From an optimization exercise on the open Yosys and OpenROAD flow, aimed at small area; shortcuts taken in it are not production practice.
At most, simulation tests tie the RTL to the original design; equivalence was not proved.
Power is estimated from default activity; no workload was simulated.

==> trial 4: inputs <==
## Main_Piano_VGA
module Main_Piano_VGA(
	input clock,
	input reset,
	input [5:0] teclas,
	output H_sync,
	output V_sync,
	output [2:0]RGB,
	output [5:0]sound4
	);
==> flow/config.mk <==
export PLATFORM = sky130hd
export DESIGN_NAME = Main_Piano_VGA
export DESIGN_NICKNAME = Main_Piano_VGA
export VERILOG_FILES = /design/flow/design.v
export SDC_FILE = /design/flow/constraint.sdc
export NUM_CORES = 4
export LEC_CHECK = 0
export CAP_MARGIN = 20
export CORE_MARGIN = 2
export CORE_UTILIZATION = 70
export SLEW_MARGIN = 20
==> flow/constraint.sdc <==
create_clock -name core_clock -period 20.0 [get_ports {clock}]
set_input_delay 4.0000 -clock core_clock [delete_from_list [all_inputs] [get_ports {clock}]]
set_output_delay 4.0000 -clock core_clock [all_outputs]
set_load 0.01 [all_outputs]
standard.sh (not shown) runs the stock make flow with config.mk's settings and CLKGATE_MAP_FILE= SYNTH_SCRIPT=/design/flow/synth_recipe.tcl, a recipe that flattens the netlist after the stock synthesis.
==> flow/flow/run.sh <==
#!/bin/bash
# The standard layout (standard.sh, standard synthesis included) with two
# changes:
# - clock tree synthesis without dummy loads, with one level of sink
#   clusters of up to 34 flip-flops within 90 um on clkbuf_16, and clkbuf_4
#   above them;
# - the smallest buffer (buf_1) on the input and output ports.
export CTS_ARGS="-sink_clustering_enable -repair_clock_nets -dont_use_dummy_load -buf_list sky130_fd_sc_hd__clkbuf_4 -root_buf sky130_fd_sc_hd__clkbuf_4 -sink_clustering_buffer sky130_fd_sc_hd__clkbuf_16 -sink_clustering_levels 1 -sink_clustering_size 34 -sink_clustering_max_diameter 90"
export BUFFER_PORTS_ARGS="-buffer_cell sky130_fd_sc_hd__buf_1"
bash standard.sh > standard.log 2>&1
==> trial 15 (differences from trial 4) <==
==> flow/flow/run.sh (replaced) <==
#!/bin/bash
# The standard layout (standard.sh, standard synthesis included) with two
# changes:
# - clock tree synthesis without dummy loads, with one level of sink
#   clusters of up to 36 flip-flops within 95 um on clkbuf_16, and clkbuf_2
#   above them;
# - the smallest buffer (buf_1) on the input and output ports.
# Its full output goes to standard.log; ORFS's own logs stay under orfs/logs.
export CTS_ARGS="-sink_clustering_enable -repair_clock_nets -dont_use_dummy_load -buf_list sky130_fd_sc_hd__clkbuf_2 -root_buf sky130_fd_sc_hd__clkbuf_2 -sink_clustering_buffer sky130_fd_sc_hd__clkbuf_16 -sink_clustering_levels 1 -sink_clustering_size 36 -sink_clustering_max_diameter 95"
export BUFFER_PORTS_ARGS="-buffer_cell sky130_fd_sc_hd__buf_1"
bash standard.sh > standard.log 2>&1
==> results.cfg <==
[sta]
max_freq_ghz = 0.145
hold_slack_ns = 0.385
period_needed_ns = 6.90

[power_and_ir_drop]
p_clk_mw = 0.217
p_sw_mw = 0.207

[routing]
dr_wl_met2_um = 7430
num_vias = 6196

[final_layout]
clock_cell_area_share_pct = 2.23

[status]
status = no timing/DRC/antenna violations
[end of results for trial 15]
==> results.cfg <==
[status]
status = no timing/DRC/antenna violations

[synthesis]
synth_top_family_by_area = simple AND/OR/NAND/NOR gates

[power_and_ir_drop]
p_sw_mw = 0.207

[sta]
period_needed_ns = 6.96
max_freq_ghz = 0.144
hold_slack_ns = 0.337

[routing]
dr_wl_met2_um = 7310

[final_layout]
largest_reg_flops = 32
clock_cell_area_share_pct = 2.56
[end of results for trial 4]

==> run A: inputs <==
==> flow/design.v <==
`timescale 1ns / 1ps
module ROM(
    input [4:0] address,
    output reg [5:0] data
    );
	always @(*)
	begin
		case(address)
			0: data = 6'b100000;
			1: data = 6'b100011;
			2: data = 6'b101001;
			3: data = 6'b110000;
			4: data = 6'b111010;
			5: data = 6'b111010;
			6: data = 6'b111010;
			7: data = 6'b111111;
			8: data = 6'b111111;
			9: data = 6'b111111;
			10: data = 6'b111010;
			11: data = 6'b111010;
			12: data = 6'b110000;
			13: data = 6'b101001;
			14: data = 6'b100100;
			15: data = 6'b011110;
			16: data = 6'b010110;
			17: data = 6'b010010;
			18: data = 6'b001100;
			19: data = 6'b001000;
			20: data = 6'b000100;
			21: data = 6'b000100;
			22: data = 6'b000010;
			23: data = 6'b000010;
			24: data = 6'b000010;
			25: data = 6'b000100;
			26: data = 6'b001100;
			27: data = 6'b010010;
			28: data = 6'b010110;
			29: data = 6'b110000;
			30: data = 6'b111110;
			31: data = 6'b100010;
			default: data = 6'b000000;
		endcase
	end
endmodule
`timescale 1ns / 1ps
module Clk_Div #(
	parameter W = 4,
	parameter [W-1:0] TAPS = 0,
	parameter [W-1:0] S0 = 1,
	parameter [W-1:0] TERM = 0,
	parameter [W-1:0] MASK = 0,
	parameter FULL = 0
	)(
	input clk,
	input reset,
	output tick
	);
	reg [W-1:0] s;
	assign tick = ((s ^ TERM) & MASK) == {W{1'b0}};
	wire fb = ^(s & TAPS);
	always @(posedge clk)
		if (reset || (FULL == 0 && tick))
			s <= S0;
		else
			s <= {s[W-2:0], fb};
endmodule
`timescale 1ns / 1ps
module MainSound(
    input clk,
    input reset,
    input [5:0] teclas,
    input t2,
    output [5:0] sample
    );
	reg [3:0] p16;
	always @(posedge clk)
		if (reset) p16 <= 4'd0;
		else p16 <= p16 + {3'd0, t2};
	wire t8 = t2 & p16[0] & p16[1];
	wire t16 = t8 & p16[2];
	wire t32 = t16 & p16[3];
	wire t3;
	Clk_Div #(.W(2), .TAPS(2'd3), .S0(2'd1), .TERM(2'd2), .MASK(2'd1), .FULL(1)) c3(.clk(clk), .reset(reset), .tick(t3));
	wire t5;
	Clk_Div #(.W(3), .TAPS(3'd5), .S0(3'd1), .TERM(3'd5), .MASK(3'd6), .FULL(0)) c5(.clk(clk), .reset(reset), .tick(t5));
	wire t7;
	Clk_Div #(.W(3), .TAPS(3'd5), .S0(3'd1), .TERM(3'd4), .MASK(3'd3), .FULL(1)) c7(.clk(clk), .reset(reset), .tick(t7));
	wire t11;
	Clk_Div #(.W(4), .TAPS(4'd9), .S0(4'd1), .TERM(4'd12), .MASK(4'd3), .FULL(0)) c11(.clk(clk), .reset(reset), .tick(t11));
	wire t13;
	Clk_Div #(.W(4), .TAPS(4'd9), .S0(4'd1), .TERM(4'd2), .MASK(4'd13), .FULL(0)) c13(.clk(clk), .reset(reset), .tick(t13));
	wire t17;
	Clk_Div #(.W(5), .TAPS(5'd18), .S0(5'd23), .TERM(5'd6), .MASK(5'd25), .FULL(0)) c17(.clk(clk), .reset(reset), .tick(t17));
	wire t31;
	Clk_Div #(.W(5), .TAPS(5'd18), .S0(5'd1), .TERM(5'd16), .MASK(5'd15), .FULL(1)) c31(.clk(clk), .reset(reset), .tick(t31));
	wire t37;
	Clk_Div #(.W(6), .TAPS(6'd33), .S0(6'd1), .TERM(6'd56), .MASK(6'd7), .FULL(0)) c37(.clk(clk), .reset(reset), .tick(t37));
	wire t43;
	Clk_Div #(.W(6), .TAPS(6'd33), .S0(6'd62), .TERM(6'd10), .MASK(6'd53), .FULL(0)) c43(.clk(clk), .reset(reset), .tick(t43));
	wire t83;
	Clk_Div #(.W(7), .TAPS(7'd65), .S0(7'd41), .TERM(7'd34), .MASK(7'd85), .FULL(0)) c83(.clk(clk), .reset(reset), .tick(t83));
	wire t113;
	Clk_Div #(.W(7), .TAPS(7'd65), .S0(7'd1), .TERM(7'd80), .MASK(7'd47), .FULL(0)) c113(.clk(clk), .reset(reset), .tick(t113));
	wire t127;
	Clk_Div #(.W(7), .TAPS(7'd65), .S0(7'd1), .TERM(7'd64), .MASK(7'd63), .FULL(1)) c127(.clk(clk), .reset(reset), .tick(t127));
	wire t157;
	Clk_Div #(.W(8), .TAPS(8'd195), .S0(8'd215), .TERM(8'd188), .MASK(8'd79), .FULL(0)) c157(.clk(clk), .reset(reset), .tick(t157));
	wire t269;
	Clk_Div #(.W(9), .TAPS(9'd264), .S0(9'd2), .TERM(9'd470), .MASK(9'd175), .FULL(0)) c269(.clk(clk), .reset(reset), .tick(t269));
	wire t353;
	Clk_Div #(.W(9), .TAPS(9'd264), .S0(9'd285), .TERM(9'd305), .MASK(9'd207), .FULL(0)) c353(.clk(clk), .reset(reset), .tick(t353));
	wire t359;
	Clk_Div #(.W(9), .TAPS(9'd264), .S0(9'd100), .TERM(9'd305), .MASK(9'd207), .FULL(0)) c359(.clk(clk), .reset(reset), .tick(t359));
	wire t383;
	Clk_Div #(.W(9), .TAPS(9'd264), .S0(9'd34), .TERM(9'd102), .MASK(9'd491), .FULL(0)) c383(.clk(clk), .reset(reset), .tick(t383));
	wire t419;
	Clk_Div #(.W(9), .TAPS(9'd264), .S0(9'd347), .TERM(9'd20), .MASK(9'd491), .FULL(0)) c419(.clk(clk), .reset(reset), .tick(t419));
	wire t499;
	Clk_Div #(.W(9), .TAPS(9'd264), .S0(9'd8), .TERM(9'd272), .MASK(9'd239), .FULL(0)) c499(.clk(clk), .reset(reset), .tick(t499));
	wire t529;
	Clk_Div #(.W(10), .TAPS(10'd516), .S0(10'd233), .TERM(10'd641), .MASK(10'd311), .FULL(0)) c529(.clk(clk), .reset(reset), .tick(t529));
	wire t593;
	Clk_Div #(.W(10), .TAPS(10'd516), .S0(10'd699), .TERM(10'd641), .MASK(10'd311), .FULL(0)) c593(.clk(clk), .reset(reset), .tick(t593));
	wire t839;
	Clk_Div #(.W(10), .TAPS(10'd516), .S0(10'd380), .TERM(10'd40), .MASK(10'd983), .FULL(0)) c839(.clk(clk), .reset(reset), .tick(t839));
	wire t1999;
	Clk_Div #(.W(11), .TAPS(11'd1026), .S0(11'd21), .TERM(11'd1028), .MASK(11'd1019), .FULL(0)) c1999(.clk(clk), .reset(reset), .tick(t1999));
	wire t2239;
	Clk_Div #(.W(12), .TAPS(12'd2179), .S0(12'd3062), .TERM(12'd154), .MASK(12'd2549), .FULL(0)) c2239(.clk(clk), .reset(reset), .tick(t2239));
	reg [1:0] q9;
	wire l9 = q9[1];
	wire t9 = t3 & l9;
	always @(posedge clk)
		if (reset | t9) q9 <= 2'd0;
		else q9 <= q9 + {1'd0, t3};
	reg [8:0] q2375;
	wire l2375 = q2375[1] & q2375[3] & q2375[4] & q2375[6] & q2375[7] & q2375[8];
	wire t2375 = t5 & l2375;
	always @(posedge clk)
		if (reset | t2375) q2375 <= 9'd0;
		else q2375 <= q2375 + {8'd0, t5};
	reg [6:0] q1331;
	wire l1331 = q1331[3] & q1331[4] & q1331[5] & q1331[6];
	wire t1331 = t11 & l1331;
	always @(posedge clk)
		if (reset | t1331) q1331 <= 7'd0;
		else q1331 <= q1331 + {6'd0, t11};
	reg [31:0] o;
	wire d0 = t2 & t3 & t499;   
	wire d1 = t499;   
	wire d2 = t529;   
	wire d3 = t16 & t5 & t7;   
	wire d4 = t593;   
	wire d5 = t17 & t37;   
	wire d6 = t2 & t9 & t37;   
	wire d7 = t2 & t353;   
	wire d8 = t9 & t83;   
	wire d9 = t8 & t9 & t11;   
	wire d10 = t839;   
	wire d11 = t8 & t3 & t37;   
	wire d12 = t2 & t3 & t157;   
	wire d13 = t2 & t499;   
	wire d14 = t2 & t529;   
	wire d15 = t32 & t5 & t7;   
	wire d16 = t2 & t593;   
	wire d17 = t3 & t419;   
	wire d18 = t1331;   
	wire d19 = t17 & t83;   
	wire d20 = t2 & t9 & t83;   
	wire d21 = t2 & t7 & t113;   
	wire d22 = t3 & t13 & t43;   
	wire d23 = t16 & t3 & t37;   
	wire d24 = t7 & t269;   
	wire d25 = t1999;   
	wire d26 = t2 & t3 & t383;   
	wire d27 = t2239;   
	wire d28 = t2375;   
	wire d29 = t7 & t359;   
	wire d30 = t3 & t7 & t127;   
	wire d31 = t7 & t13 & t31;   
	always @(posedge clk)
		if (reset) o <= 32'd0;
		else o <= o ^ {d31, d30, d29, d28, d27, d26, d25, d24, d23, d22, d21, d20, d19, d18, d17, d16, d15, d14, d13, d12, d11, d10, d9, d8, d7, d6, d5, d4, d3, d2, d1, d0};
	reg [5:0] sel_q;
	wire take = ~teclas[5] | (teclas[4:0] == 5'd0);
	wire [5:0] s = take ? teclas : sel_q;
	reg lvl;
	wire lvl_n = (s == 6'd0) ? lvl : o[s[4:0]];
	wire step = lvl_n & ~lvl;
	reg [4:0] addr;
	reg played;
	wire [5:0] rom_q;
	ROM samples_rom(addr, rom_q);
	assign sample = played ? rom_q : 6'd0;
	always @(posedge clk)
		if (reset)
		begin
			sel_q <= 6'd0;
			lvl <= 1'b0;
			addr <= 5'd31;
			played <= 1'b0;
		end
		else
		begin
			sel_q <= s;
			lvl <= lvl_n;
			if (step)
			begin
				addr <= addr + 5'd1;
				played <= 1'b1;
			end
		end
endmodule
`timescale 1ns / 1ps
module Logica_VGA(
	input clock,
	input reset,
	input [5:0] tecla,
	output [2:0] RGB,
	output H_sync,
	output V_sync,
	output t2
	);
	reg [6:0] r2;
	reg [4:0] q;
	reg [1:0] m;
	reg [7:0] l;
	reg pressed;
	wire qlast = q[4] & q[2];                                    
	wire rwrap = qlast ? (r2[5] & r2[2] & r2[1] & r2[0])         
	                   : (r2[6] & r2[3] & r2[2] & r2[0]);        
	wire [6:0] r2_n = rwrap ? 7'd0 : r2 + 7'd1;
	wire [4:0] q_n = rwrap ? (qlast ? 5'd0 : q + 5'd1) : q;
	wire vinc = qlast & (r2[3:0] == 4'hF) & ~r2[4];              
	wire lwrap = m[1] ? (l[5] & l[3] & l[2])                     
	                  : (l[7] & l[6] & l[5] & l[3] & l[2] & l[1] & l[0]);  
	wire valid = tecla[5] ? (tecla[4:0] == 5'd0) : (tecla[4:0] != 5'd0);
	wire [4:0] ti = tecla[4:0] - 5'd1;
	wire match = valid & (q_n[3:0] == ti[3:0]) & (ti[4] == m[0]);
	always @(posedge clock)
		if (r2[0])
			pressed <= match;
	always @(posedge clock)
		if (reset)
		begin
			r2 <= 7'd17;
			q <= 5'd20;
			m <= 2'd2;
			l <= 8'd32;
		end
		else
		begin
			r2 <= r2_n;
			q <= q_n;
			if (vinc)
			begin
				l <= lwrap ? 8'd0 : l + 8'd1;
				if (lwrap)
					m <= m[1] ? 2'd0 : m + 2'd1;
			end
		end
	wire rows = ~m[1] & ~(l[7] & l[6] & (l[5] | (l[4] & l[3])));   
	wire lit = ~q[4] & ~r2[6] & rows;
	assign RGB = {lit, lit & ~pressed, lit};
	assign H_sync = ~((q == 5'd16 && r2 >= 7'd40) || q == 5'd17 || (q == 5'd18 && r2 < 7'd76));
	assign V_sync = ~(m[0] & (l == 8'd237 || l == 8'd238));       
	assign t2 = ~r2[0];
endmodule
`timescale 1ns / 1ps
module Piano_VGA(
	input clk50mhz,
	input reset,
	input [5:0] tecla,
	output [2:0] RGB,
	output H_sync,
	output V_sync,
	output t2
	);
	Logica_VGA vga_logic (clk50mhz, reset, tecla, RGB, H_sync, V_sync, t2);
endmodule
`timescale 1ns / 1ps
module Main_Piano_VGA(
	input clock,
	input reset,
	input [5:0] teclas,
	output H_sync,
	output V_sync,
	output [2:0]RGB,
	output [5:0]sound4
	);
	wire t2;
	Piano_VGA vga(clock, reset, teclas, RGB, H_sync, V_sync, t2);
	MainSound sound(clock, reset, teclas, t2, sound4);
endmodule
==> flow/run.sh <==
#!/bin/bash
# synth_recipe.tcl (not shown) runs the flow's synth.tcl, then flattens the netlist and writes it again
# the make line also repeats each setting of config.mk as NAME=value (left out here)
make -C /OpenROAD-flow-scripts/flow DESIGN_CONFIG=/design/flow/config.mk WORK_HOME=/design/flow/orfs CLKGATE_MAP_FILE= SYNTH_SCRIPT=/design/flow/synth_recipe.tcl finish
==> flow/config.mk <==
export PLATFORM = sky130hd
export DESIGN_NAME = Main_Piano_VGA
export DESIGN_NICKNAME = Main_Piano_VGA
export VERILOG_FILES = /design/flow/design.v
export SDC_FILE = /design/flow/constraint.sdc
export NUM_CORES = 4
export LEC_CHECK = 0
export CAP_MARGIN = 20
export CORE_MARGIN = 2
export CORE_UTILIZATION = 40
export CTS_BUF_LIST = sky130_fd_sc_hd__clkbuf_16
export CTS_CLUSTER_DIAMETER = 60
export CTS_CLUSTER_SIZE = 30
export SLEW_MARGIN = 20
==> flow/constraint.sdc <==
create_clock -name core_clock -period 20.0 [get_ports {clock}]
set_input_delay 4.0000 -clock core_clock [delete_from_list [all_inputs] [get_ports {clock}]]
set_output_delay 4.0000 -clock core_clock [all_outputs]
set_load 0.01 [all_outputs]
==> inputs of run P, as changes to run A <==
--- a/flow/design.v
+++ b/flow/design.v
@@ -224,6 +224,5 @@
 	reg [6:0] r2;
 	reg [4:0] q;
-	reg [1:0] m;
-	reg [7:0] l;
+	reg [9:0] V_count;
 	reg pressed;
 	wire qlast = q[4] & q[2];                                    
@@ -233,12 +232,9 @@
 	wire [4:0] q_n = rwrap ? (qlast ? 5'd0 : q + 5'd1) : q;
 	wire vinc = qlast & (r2[3:0] == 4'hF) & ~r2[4];              
-	wire lwrap = m[1] ? (l[5] & l[3] & l[2])                     
-	                  : (l[7] & l[6] & l[5] & l[3] & l[2] & l[1] & l[0]);  
+	wire vlast = V_count[9] & V_count[3] & V_count[2];           
 	wire valid = tecla[5] ? (tecla[4:0] == 5'd0) : (tecla[4:0] != 5'd0);
 	wire [4:0] ti = tecla[4:0] - 5'd1;
-	wire match = valid & (q_n[3:0] == ti[3:0]) & (ti[4] == m[0]);
-	always @(posedge clock)
-		if (r2[0])
-			pressed <= match;
+	wire lower = V_count[9] | V_count[8] | (V_count[7:4] == 4'hF);  
+	wire match = valid & (q_n[3:0] == ti[3:0]) & (ti[4] == lower);
 	always @(posedge clock)
 		if (reset)
@@ -246,6 +242,6 @@
 			r2 <= 7'd17;
 			q <= 5'd20;
-			m <= 2'd2;
-			l <= 8'd32;
+			V_count <= 10'd0;
+			pressed <= 1'b0;
 		end
 		else
@@ -254,15 +250,13 @@
 			q <= q_n;
 			if (vinc)
-			begin
-				l <= lwrap ? 8'd0 : l + 8'd1;
-				if (lwrap)
-					m <= m[1] ? 2'd0 : m + 2'd1;
-			end
-		end
-	wire rows = ~m[1] & ~(l[7] & l[6] & (l[5] | (l[4] & l[3])));   
+				V_count <= vlast ? 10'd0 : V_count + 10'd1;
+			if (r2[0])
+				pressed <= match;
+		end
+	wire rows = (V_count > 12 && V_count <= 228) || (V_count > 252 && V_count <= 468);
 	wire lit = ~q[4] & ~r2[6] & rows;
 	assign RGB = {lit, lit & ~pressed, lit};
 	assign H_sync = ~((q == 5'd16 && r2 >= 7'd40) || q == 5'd17 || (q == 5'd18 && r2 < 7'd76));
-	assign V_sync = ~(m[0] & (l == 8'd237 || l == 8'd238));       
+	assign V_sync = ~(V_count[9:1] == 9'd245);
 	assign t2 = ~r2[0];
 endmodule
--- a/flow/config.mk
+++ b/flow/config.mk
@@ -8,7 +8,6 @@
 export CAP_MARGIN = 20
 export CORE_MARGIN = 2
-export CORE_UTILIZATION = 40
-export CTS_BUF_LIST = sky130_fd_sc_hd__clkbuf_16
-export CTS_CLUSTER_DIAMETER = 60
-export CTS_CLUSTER_SIZE = 30
+export CORE_UTILIZATION = 60
+export CTS_BUF_LIST = sky130_fd_sc_hd__clkbuf_4
+export CTS_CLUSTER_SIZE = 20
 export SLEW_MARGIN = 20
==> inputs of run C, as changes to run A <==
--- a/flow/config.mk
+++ b/flow/config.mk
@@ -9,6 +9,6 @@
 export CORE_MARGIN = 2
 export CORE_UTILIZATION = 40
-export CTS_BUF_LIST = sky130_fd_sc_hd__clkbuf_16
-export CTS_CLUSTER_DIAMETER = 60
-export CTS_CLUSTER_SIZE = 30
+export CTS_BUF_LIST = sky130_fd_sc_hd__clkbuf_8
+export CTS_CLUSTER_DIAMETER = 50
+export CTS_CLUSTER_SIZE = 16
 export SLEW_MARGIN = 20
==> notes <==
Sequential cell count is the same in run A and run P. Clock skew, lowest first: run A, run P, run C. First-iteration DRC count: run A > run C > run P. In run P the register-to-register slack is higher than in run C, by 0.05 ns. Total power: run P > run A > run C. In run P the die area is smaller than in run A, by 32%. Via count: run C is higher than run A (about 0.8%).
For run A and run C, only the layout was checked, not whether the RTL still works.

afterwards: timing with drivers on the ports:
The flow's constraints put no driver on any port. The routed layouts listed below were extracted and timed again, unchanged, in two steps. Step 1 (the two cells are an assumption about what drives the block):
set clk [get_ports {clock}]
set_driving_cell -lib_cell sky130_fd_sc_hd__clkbuf_16 $clk
set_driving_cell -lib_cell sky130_fd_sc_hd__buf_2 [delete_from_list [all_inputs] $clk]
Step 2 moves the port delays by t, midway between the first and last clock arrival at a register: inputs arrive t later, outputs are due t later. That takes back most of the time a late clock gives input paths. a / b / c = no drivers / after step 1 / after step 2; a / b = the first two.
| run | t, ns | setup slack, ns | worst setup path at the end | worst register clock-pin slew, ns | worst data-port slew with drivers (ns) |
|---|---|---|---|---|---|
| trial 4 | 0.609 | 13.043 / 13.027 / 12.418 | input to register | 0.12 / 0.12 | 0.05 |
| trial 15 | 0.679 | 13.102 / 13.081 / 12.402 | input to register | 0.12 / 0.12 | 0.05 |
| run A | 0.542 | 11.224 / 11.218 / 10.676 | input to register | 0.10 / 0.10 | 0.06 |
| run P | 0.664 | 11.316 / 11.322 / 10.658 | input to register | 0.07 / 0.07 | 0.03 |
| run C | 0.593 | 11.314 / 11.304 / 10.710 | input to register | 0.10 / 0.10 | 0.06 |
After both steps setup and hold are still met in every run listed. The setup slack of trial 15, which loses most, moves by -0.021 ns with the drivers and by -0.700 ns with both steps.
